What follows belongs to an exercise in optimizing a design on an open flow for small area and a short achievable clock period; a production flow would make more cautious choices.
The RTL was checked by simulation tests, not by an equivalence proof against the original design.

==> flow/design.v (outline; a module is shown in full before it is edited, if it fits) <==
// module mult: 7 lines
// module adder: 11 lines
// module adder22: 7 lines
// module mac1: 32 lines
// module acc_ctrl: 28 lines
// module acc: 26 lines
// module dist_mem_gen_0: 522 lines
// module addrConv: 12 lines
// module dataConv: 12 lines
// module saturationLogic: 17 lines
// module sigmoid: 15 lines
// module act10: 1044 lines
// module mac_acc_sigmoid: 3338 lines
// module fa3: 4 lines
// module ha2: 4 lines
module mac_acc_sigmoid(
  input clk2,
  input rst2,
  input [127:0] pixelsIn,
  input [127:0] weightsIn,
  input [7:0] b,
  output [7:0] dout);
  // ...
==> flow/run.sh <==
#!/bin/bash
# synth_recipe.tcl (not shown) runs the flow's synth.tcl, then flattens the netlist and writes it again
# the make line also repeats each setting of config.mk as NAME=value (left out here)
make -C /OpenROAD-flow-scripts/flow DESIGN_CONFIG=/design/flow/config.mk WORK_HOME=/design/flow/orfs CLKGATE_MAP_FILE= SYNTH_SCRIPT=/design/flow/synth_recipe.tcl finish
==> flow/config.mk <==
export PLATFORM = sky130hd
export DESIGN_NAME = mac_acc_sigmoid
export DESIGN_NICKNAME = mac_acc_sigmoid
export VERILOG_FILES = /design/flow/design.v
export SDC_FILE = /design/flow/constraint.sdc
export NUM_CORES = 4
export LEC_CHECK = 0
export ABC_CLOCK_PERIOD_IN_PS = 7000
export CAP_MARGIN = 20
export CORE_MARGIN = 2
export CORE_UTILIZATION = 40
export SETUP_SLACK_MARGIN = 4
export SLEW_MARGIN = 20
export SYNTH_HIERARCHICAL = 1
==> flow/constraint.sdc <==
create_clock -name core_clock -period 11.5 [get_ports {clk2}]
set_input_delay 2.3000 -clock core_clock [delete_from_list [all_inputs] [get_ports {clk2}]]
set_output_delay 2.3000 -clock core_clock [all_outputs]
set_load 0.01 [all_outputs]
==> run summary, run 1 <==
drt pass-1 iters=5; combined area of all synthesized cells=32300 um2; number of global-route vias before repair=26683; clock-pin transition on the worst setup and hold timing paths=70 ps; Worst-Skew Late Latency=390 ps; clock skew after layout=11.7 ps; WL final=134000 um; minimum clock period after layout=7470 ps; Final #Nets=4483; grt total ovfl=0; worst slew margin relative to its limit=46.8%; count of standard-cell rows=104; clock-cell share of area=0.828%; worst endpoint data arrival time=7740 ps; element type at the critical path end=register; post-detailed-placement cell area=35500 um2; depth of the most critical reg-to-reg path=14; final setup violating endpoints=0; non-filler instance count after layout=4192; Avg Vias per Cell=5.93; total clock buffers created by CTS=9; Reg2Reg Setup Slack=4600 ps; Final period util=65.0%; GR peak layer=met2; maximum number of pins on one net before global-route repair=47; max-cap violation count=0; result of the run=complete, no violations; count of multi-input combinational gates=2624; design area=36300 um2; count of unresolved DRC violations after routing=0; Peak Freq=134 MHz; global-route total usage across every layer=33.1%; DIE AREA=83100 um2; sum of net half-perimeters after detailed placement=118000 um
==> run 2: changes to the inputs <==
--- a/flow/config.mk
+++ b/flow/config.mk
@@ -9,6 +9,6 @@
 export CAP_MARGIN = 20
 export CORE_MARGIN = 2
 export CORE_UTILIZATION = 40
-export SETUP_SLACK_MARGIN = 4
+export SETUP_SLACK_MARGIN = 5
 export SLEW_MARGIN = 20
 export SYNTH_HIERARCHICAL = 1
==> run 2 against run 1 <==
Utilization grew 3.5 points; setup slack gained 230 ps; still clean; design area grew 7.6%; critical path type is now reg -> out; global-route usage grew 0.54 points; critical path depth grew 8; register-to-register slack gained 290 ps; die area is the same; clock-buffer cell count grew 1.
==> run summary, run 2 <==
commonest non-fill, non-tap cells in the layout=sky130_fd_sc_hd__nand2_1, sky130_fd_sc_hd__fa_1, sky130_fd_sc_hd__fa_2 (was sky130_fd_sc_hd__fa_1, sky130_fd_sc_hd__nand2_1, sky130_fd_sc_hd__and2_1); drt wl/cell=32.1 um (was 31.9 um); final setup violating endpoints=0 (unchanged); layout-stage area growth over the synthesis result=20.8% (was 12.2%); footprint of the multi-input gates=31500 um2 (was 30000 um2); Final period util=63.0% (was 65.0%); minimum clock period after layout=7240 ps (was 7470 ps); global-route total usage across every layer=33.6% (was 33.1%); clock-pin transition on the worst setup and hold timing paths=70 ps (about the same); required time worst endpoint=9200 ps (was 11760 ps); Final ANT Viol Nets=0 (unchanged); DIE AREA=83100 um2 (unchanged); worst-path cell chain=inv_2, fa_1, ha_4, fa_2, a211oi_4, nor2_4, o21a_1, nor2_4, buf_4, xnor2_2, a211oi_2, nand2_1, a211oi_1, o32ai_2, buf_4, nor2_4, a41oi_2, mux2_4, buf_6 (was clkdlybuf4s50_1, and2_1, fa_1, fa_1, fa_1, fa_1, fa_1, fa_1, fa_1, fa_1, fa_1); Tightest Hold Check Type=reg -> reg (unchanged); worst endpoint data arrival time=4940 ps (was 7740 ps); maximum single-stage delay on the critical path=510 ps (was 680 ps); WL final=136000 um (was 134000 um); CP startpoint kind=register (was input pin); hold buffer count at CTS=0 (unchanged); maximum number of pins on one net before global-route repair=75 (was 47); CP Class=reg -> out (was in -> reg); Final #Nets=4539 (was 4483); wire length of the first global-routing pass=195000 um (was 192000 um); ratio of cells with drive above 1 in the final layout=31.4% (was 11.0%); count of boundary I/O pins=274 (unchanged); number of instances in the placed design=4126 (was 4128); core area=80300 um2 (unchanged); Critical Path Most Common Cell=sky130_fd_sc_hd__nor2_4 (was sky130_fd_sc_hd__fa_1); Worst-Skew Late Latency=390 ps (about the same); Buffers on Ports=273 (unchanged); most common cell after layout, fill and taps aside=sky130_fd_sc_hd__nand2_1 (was sky130_fd_sc_hd__fa_1); weighted congestion at the end of routability-driven global placement=1.03 (was 1.01); clock skew after layout=17.3 ps (was 11.7 ps); element type at the critical path end=output port (was register); count of standard-cell rows=104 (unchanged); grt total ovfl=0 (unchanged); syn_area_per_cell=10.6 um2 (unchanged); Slowest cell on crit path=sky130_fd_sc_hd__fa_1 (was sky130_fd_sc_hd__clkdlybuf4s50_1); Max Slew Vio Count=0 (unchanged); total of fill cells in the finished design=7307 (was 7651); combined area of all synthesized cells=32300 um2 (unchanged); top flop regs=dreg: 8 flops, ph: 2 flops (unchanged); count of final hold-check violations=0 (unchanged); Peak Freq=138 MHz (was 134 MHz); max reg flops=8 (unchanged); horizontal die dimension=288 um (unchanged); sum of net half-perimeters after detailed placement=118000 um (about the same); post-synthesis instance total=3039 (unchanged); Avg Vias per Cell=5.93 (about the same); number of global-route vias before repair=27374 (was 26683); cell at the root of the clock tree=sky130_fd_sc_hd__clkbuf_16 (unchanged); Die Y-Extent=288 um (unchanged); worst slew margin relative to its limit=46.0% (was 46.8%); total clock buffers created by CTS=9 (unchanged); result of the run=complete, no violations (unchanged); antenna violations before repair=2 (was 28); initial DRC count=2894 (was 2871); non-filler instance count after layout=4235 (was 4192); total number of vias=25125 (was 24839); drt pass-1 iters=5 (unchanged); register area=1550 um2 (unchanged); transition time at the pin with the least slew margin=810 ps (was 798 ps); unrepaired setup endpoints after global routing=yes (unchanged); initial core utilization=40.3% (unchanged); number of buffers on the longest clock path=2 (unchanged); Warnings, synthesis=8 (unchanged); accumulated negative setup slack=0 ps (unchanged); clock sink count=77 (unchanged); CP max FO=13 (was 8); Largest Register=dreg (unchanged); count of unresolved DRC violations after routing=0 (unchanged); clock tree from TritonCTS=yes (unchanged); max-cap violation count=0 (unchanged); H-Tree Level Count=3 (unchanged)
## run 2: area by class of cell
type | count | area share, %
diodes | 2 | 0.0128
clock buffers | 11 | 0.647
clock inverters | 5 | 0.330
inverters | 84 | 0.855
multi-input cells | 2625 | 80.6
flip-flops and latches | 77 | 3.96
well taps | 1060 | 3.40
repair buffers | 371 | 10.2
## run 2: stage by stage
stage | util (%) | area, um2 | hold WS [ps] | setup WS, ps
4_1_cts | 47.9 | 38500 | 444 | 4280
6_report | 48.6 | 39100 | 439 | 4260
2_1_floorplan | - | 34100 | 402 | 4410
3_5_place_dp | 44.9 | 36000 | 430 | 3240
5_1_grt | 48.6 | 39100 | 456 | 4050
3_3_place_gp | 44.9 | 36000 | 418 | 3270
## run 2: routing by layer
metal,track usage [%],up-vias,wire length (um)
met3,8.17,307,15100
met4,14.9,0,7720
li1,-,9538,-
met2,52.7,1860,63400
met5,0,-,0
met1,44.6,13420,49800
## run 2: path summary, 6_finish.rpt
kind	cells past startpoint	slack (ps)	start	to
hold reg to reg	1	440	acc2_20	acc0_20
setup reg to reg	14	4890	ph[0]	acc2_11
setup / recovery	19	4260	acc0_1	dout[7]
hold / removal	1	440	acc2_20	acc0_20
## run 2: critical path, delay by kind of cell (launching register included)
family / cells / cell delay [ps]
mux: 1 / 290
flops: 1 / 330
simple gates: 4 / 570
fa+ha+maj: 3 / 1060
compound gates: 6 / 1580
buf+inv: 4 / 470
xor+xnor: 1 / 220
## run 2: repair_timing
action,4_1_cts,5_1_grt
resized for setup,2104,125
setup endpoints to repair,49,32
pin swaps,184,108
cloned,5,0
setup buffers,67,19

-- separate check: timing with driven ports --
The results above use ideal ports. As a check the final layouts listed here were re-extracted and re-timed, cells and wires unchanged. Step 1 (the two cells are an assumption about what drives the block):
set clk [get_ports {clk2}]
set_driving_cell -lib_cell sky130_fd_sc_hd__clkbuf_16 $clk
set_driving_cell -lib_cell sky130_fd_sc_hd__buf_2 [delete_from_list [all_inputs] $clk]
Step 2, shift: input delay + t, output delay - t, t = (earliest + latest rising clock arrival at the registers) / 2. This alone moves slack from input paths to output paths. a / b / c = no drivers / after step 1 / after step 2; a / b = the first two.
run | t, ns | setup slack, ns | hold WS [ns] | worst slew at a driven data input, ns
run 1 | 0.449 | 4.027 / 4.016 / 3.567 | 0.439 / 0.439 / 0.439 | 0.12
run 2 | 0.439 | 4.259 / 4.204 / 4.072 | 0.439 / 0.439 / 0.439 | 0.14
After both steps every run listed still meets setup and hold. For run 1, which loses most, drivers alone change the setup slack by -0.011 ns; drivers and shift together by -0.460 ns.
